Source: an optimization exercise on an open RTL-to-GDS flow (aim: small area). Production flows keep margins and buffers that such runs may drop. Where RTL was checked, it was by simulation tests only, not by an equivalence proof against the original.

## convolution
module convolution #(parameter BW1=16, BW2=16)
  (input iCLK, iRSTn, iWren,
   input signed [7:0] iX,
   input [7:0] iWeight,
   input [4:0] iADDR,
   output signed [BW2-1:0] oPsum);
clock: 6.0 ns
lec_check: 0
cap_margin: 20
core_margin: 2
core_utilization: 40
gpl_timing_driven: 0
slew_margin: 20
synth_hierarchical: 1
standard.sh (not shown) runs the stock make flow with config.mk's settings and CLKGATE_MAP_FILE= SYNTH_SCRIPT=/design/flow/synth_recipe.tcl, a recipe that flattens the netlist after the stock synthesis.
==> flow/flow/run.sh <==
#!/bin/bash
# The standard layout with two changes:
#  - after the standard synthesis, every combinational cell is swapped for the
#    smallest variant of its kind (same function and pins); the placement and
#    timing repairs later upsize what timing needs;
#  - clock tree synthesis adds no dummy loads and builds the tree from
#    clkbuf_8 cells over small sink clusters.
set -euo pipefail
export CTS_ARGS="-sink_clustering_enable -repair_clock_nets -dont_use_dummy_load -buf_list sky130_fd_sc_hd__clkbuf_8 -sink_clustering_size 14 -sink_clustering_max_diameter 60"
RES="$PWD/orfs/results/$FLOW_PLATFORM/convolution/base"
bash standard.sh synth > flow_synth.log 2>&1
cp "$RES/1_2_yosys.v" "$RES/1_2_yosys.std.v"
python3 flow/downsize.py "$FLOW_HOME/platforms/$FLOW_PLATFORM/lib/sky130_fd_sc_hd__tt_025C_1v80.lib" \
  "$RES/1_2_yosys.std.v" "$RES/1_2_yosys.v" > flow_downsize.log 2>&1
rm -f "$RES/1_synth.odb" "$RES/1_synth.sdc"
bash standard.sh > flow_standard.log 2>&1
Other scripts of this flow, unchanged in this note and not shown: flow/flow/downsize.py
The starting point finished with timing, DRC and antenna clean.
Then changed:
GPL_TIMING_DRIVEN = not set   (was 0)
Effect: The changed run finished with timing, DRC and antenna clean; global-route usage went up by 0.81 points; via count grows by 0.68%.
No functional check of the RTL was part of any run of this note.


convolution, a different RTL version from the one above (not shown whole).
Size in the first run: roughly 5,300 cells after synthesis, ~40 I/O pins, about 0.069 mm^2 of cells after synthesis.
Design convolution, start of the top module:
module convolution #(parameter BW1=16, BW2=16)
  (input iCLK, iRSTn, iWren,
   input signed [7:0] iX,
   input [7:0] iWeight,
   input [4:0] iADDR,
   output signed [BW2-1:0] oPsum);
reg [7:0] W1;
reg [7:0] W2;
reg [7:0] W3;
reg [7:0] W4;
reg [7:0] W5;
reg [7:0] W6;
reg [7:0] W7;
reg [7:0] W8;
reg [7:0] W9;
reg [7:0] W10;
reg [7:0] W11;
reg [7:0] W12;
reg [7:0] W13;
reg [7:0] W14;
reg [7:0] W15;
reg [7:0] W16;
reg [7:0] W17;
reg [7:0] W18;
reg [7:0] W19;
reg [7:0] W20;
reg [7:0] W21;
reg [7:0] W22;
reg [7:0] W23;
reg [7:0] W24;
reg [7:0] W25;
always @(posedge iCLK or negedge iRSTn)
  if (!iRSTn) W1 <= 8'd0;
  else if (iWren && iADDR == 5'd1) W1 <= iWeight;
always @(posedge iCLK or negedge iRSTn)
  if (!iRSTn) W2 <= 8'd0;
  else if (iWren && iADDR == 5'd2) W2 <= iWeight;
always @(posedge iCLK or negedge iRSTn)
  if (!iRSTn) W3 <= 8'd0;
  else if (iWren && iADDR == 5'd3) W3 <= iWeight;
always @(posedge iCLK or negedge iRSTn)
  if (!iRSTn) W4 <= 8'd0;
  else if (iWren && iADDR == 5'd4) W4 <= iWeight;
always @(posedge iCLK or negedge iRSTn)
  if (!iRSTn) W5 <= 8'd0;
  else if (iWren && iADDR == 5'd5) W5 <= iWeight;
always @(posedge iCLK or negedge iRSTn)
  if (!iRSTn) W6 <= 8'd0;
  else if (iWren && iADDR == 5'd6) W6 <= iWeight;
always @(posedge iCLK or negedge iRSTn)
  if (!iRSTn) W7 <= 8'd0;
  else if (iWren && iADDR == 5'd7) W7 <= iWeight;
always @(posedge iCLK or negedge iRSTn)
  if (!iRSTn) W8 <= 8'd0;
  else if (iWren && iADDR == 5'd8) W8 <= iWeight;
always @(posedge iCLK or negedge iRSTn)
  if (!iRSTn) W9 <= 8'd0;
  else if (iWren && iADDR == 5'd9) W9 <= iWeight;
always @(posedge iCLK or negedge iRSTn)
  if (!iRSTn) W10 <= 8'd0;
  else if (iWren && iADDR == 5'd10) W10 <= iWeight;
always @(posedge iCLK or negedge iRSTn)
  if (!iRSTn) W11 <= 8'd0;
  else if (iWren && iADDR == 5'd11) W11 <= iWeight;
always @(posedge iCLK or negedge iRSTn)
  if (!iRSTn) W12 <= 8'd0;
  else if (iWren && iADDR == 5'd12) W12 <= iWeight;
always @(posedge iCLK or negedge iRSTn)
  if (!iRSTn) W13 <= 8'd0;
  else if (iWren && iADDR == 5'd13) W13 <= iWeight;
always @(posedge iCLK or negedge iRSTn)
  if (!iRSTn) W14 <= 8'd0;
  else if (iWren && iADDR == 5'd14) W14 <= iWeight;
always @(posedge iCLK or negedge iRSTn)
  if (!iRSTn) W15 <= 8'd0;
  ...
export LEC_CHECK = 0
export CAP_MARGIN = 20
export CORE_MARGIN = 2
export CORE_UTILIZATION = 40
export GPL_TIMING_DRIVEN = 0
export SLEW_MARGIN = 20
export SYNTH_HIERARCHICAL = 1
create_clock -name core_clock -period 6.0 [get_ports {iCLK}]
==> flow/flow/downsize.py <==
#!/usr/bin/env python3
"""Rewrite a mapped sky130hd netlist so that every combinational cell uses the
smallest-area variant of its kind (same function and pins). Flip-flops, clock
cells and tie cells are left alone. Usage: downsize.py LIB IN.v OUT.v"""
import re, sys
lib, src, dst = sys.argv[1:4]
area, pins, cur = {}, {}, None
for l in open(lib):
    m = re.match(r'\s*cell\s*\(\s*"?(sky130_fd_sc_hd__\w+)"?\s*\)', l)
    if m:
        cur = m.group(1); pins[cur] = []
        continue
    m = re.match(r'\s*area\s*:\s*([\d.]+)', l)
    if m and cur and cur not in area:
        area[cur] = float(m.group(1))
    m = re.match(r'\s*pin\s*\(\s*"?(\w+)"?\s*\)', l)
    if m and cur:
        pins[cur].append(m.group(1))
skip = re.compile(r'__(df|edf|sdf|sedf|dl|clk|conb|tap|fill|decap|diode|probe|lpflow|ebuf|einv|macro|fa_|fah|ha_)')
best = {}
for c in area:
    m = re.match(r'(sky130_fd_sc_hd__\w+?)_(\d+)$', c)
    if not m or skip.search(c):
        continue
    base = m.group(1)
    if base not in best or area[c] < area[best[base]]:
        best[base] = c
t = open(src).read()
n = [0]
def rep(m):
    c = m.group(1)
    mm = re.match(r'(sky130_fd_sc_hd__\w+?)_(\d+)$', c)
    if mm and mm.group(1) in best and not skip.search(c):
        b = best[mm.group(1)]
        if b != c and sorted(pins[b]) == sorted(pins[c]):
            n[0] += 1
            return b + m.group(2)
    return m.group(0)
t = re.sub(r'^(\s*sky130_fd_sc_hd__\w+)(\s)', lambda m: rep(re.match(r'\s*(sky130_fd_sc_hd__\w+)(\s)', m.group(0))) if False else m.group(0), t, flags=re.M)
out = []
for line in t.split('\n'):
    m = re.match(r'^(\s*)(sky130_fd_sc_hd__\w+)(\s.*)$', line)
    if m:
        c = m.group(2)
        mm = re.match(r'(sky130_fd_sc_hd__\w+?)_(\d+)$', c)
        if mm and mm.group(1) in best and not skip.search(c):
            b = best[mm.group(1)]
            if b != c and sorted(pins[b]) == sorted(pins[c]):
                n[0] += 1
                line = m.group(1) + b + m.group(3)
    out.append(line)
open(dst, 'w').write('\n'.join(out))
print(f'downsized {n[0]} cells', file=sys.stderr)
Scripts as last shown in full above: flow/flow/run.sh
Rerun with:
--- a/flow/flow/run.sh
+++ b/flow/flow/run.sh
@@ -9 +9 @@
-export CTS_ARGS="-sink_clustering_enable -repair_clock_nets -dont_use_dummy_load -buf_list sky130_fd_sc_hd__clkbuf_8 -sink_clustering_size 14 -sink_clustering_max_diameter 60"
+export CTS_ARGS="-sink_clustering_enable -repair_clock_nets -dont_use_dummy_load -buf_list sky130_fd_sc_hd__clkbuf_8 -sink_clustering_size 16 -sink_clustering_max_diameter 70"
--- a/flow/config.mk
+++ b/flow/config.mk
@@ -10 +10 @@
-export CORE_UTILIZATION = 40
+export CORE_UTILIZATION = 50
=>
- non-clock buffer count is higher by 4
- synthesized cell count is unchanged
- core utilization rose by 10 points
- first-iteration DRC count is higher by 2.6%
- final area went down by about 1.2%
Rerun with:
--- a/flow/flow/run.sh
+++ b/flow/flow/run.sh
@@ -9 +9 @@
-export CTS_ARGS="-sink_clustering_enable -repair_clock_nets -dont_use_dummy_load -buf_list sky130_fd_sc_hd__clkbuf_8 -sink_clustering_size 16 -sink_clustering_max_diameter 70"
+export CTS_ARGS="-sink_clustering_enable -repair_clock_nets -dont_use_dummy_load -buf_list sky130_fd_sc_hd__clkbuf_8 -sink_clustering_size 14 -sink_clustering_max_diameter 60"
--- a/flow/config.mk
+++ b/flow/config.mk
@@ -10,2 +10 @@
-export CORE_UTILIZATION = 50
-export GPL_TIMING_DRIVEN = 0
+export CORE_UTILIZATION = 40
What happened:
- The new run went through all stages and came out clean
- worst hold slack improves by 11 ps
- via count rose by about 0.5%
- die area is higher by about 25%
- worst setup slack gets better by 140 ps

## port drivers added, routing unchanged
The results above use ideal ports. As a check the final layouts listed here were re-extracted and re-timed, cells and wires unchanged.
Step 1: set_driving_cell puts a clkbuf_16 on iCLK and a buf_2 on each other input, an assumption about the parent block.
Step 2, shift: input delay + t, output delay - t, t = (earliest + latest rising clock arrival at the registers) / 2. This alone moves slack from input paths to output paths.
Three values: no drivers, after step 1, after step 2; two values: the first two.
run | shift t [ns] | slack for setup (ns) | worst setup path at the end | worst register clock-pin slew, ns | pins driven straight from the clock port
the first run of note 1 | 0.916 | 0.113 / 0.113 / -0.418 | input to register | 0.09 / 0.09 | 1
the second run of note 1 | 0.925 | 0.202 / 0.202 / 0.202 | register to register | 0.09 / 0.09 | 1
the first run of note 2 | 0.906 | 0.135 / 0.135 / -0.360 | input to register | 0.09 / 0.09 | 1
the second run of note 2 | 0.900 | 0.115 / 0.115 / -0.520 | input to register | 0.11 / 0.11 | 1
the third run of note 2 | 0.918 | 0.257 / 0.250 / 0.257 | register to register | 0.09 / 0.09 | 1
With both steps, setup timing fails in the first run of note 1, the first run of note 2 and the second run of note 2, where it was met with ideal ports. For the second run of note 2, which loses most, drivers alone change the setup slack by 0.000 ns; drivers and shift together by -0.635 ns.
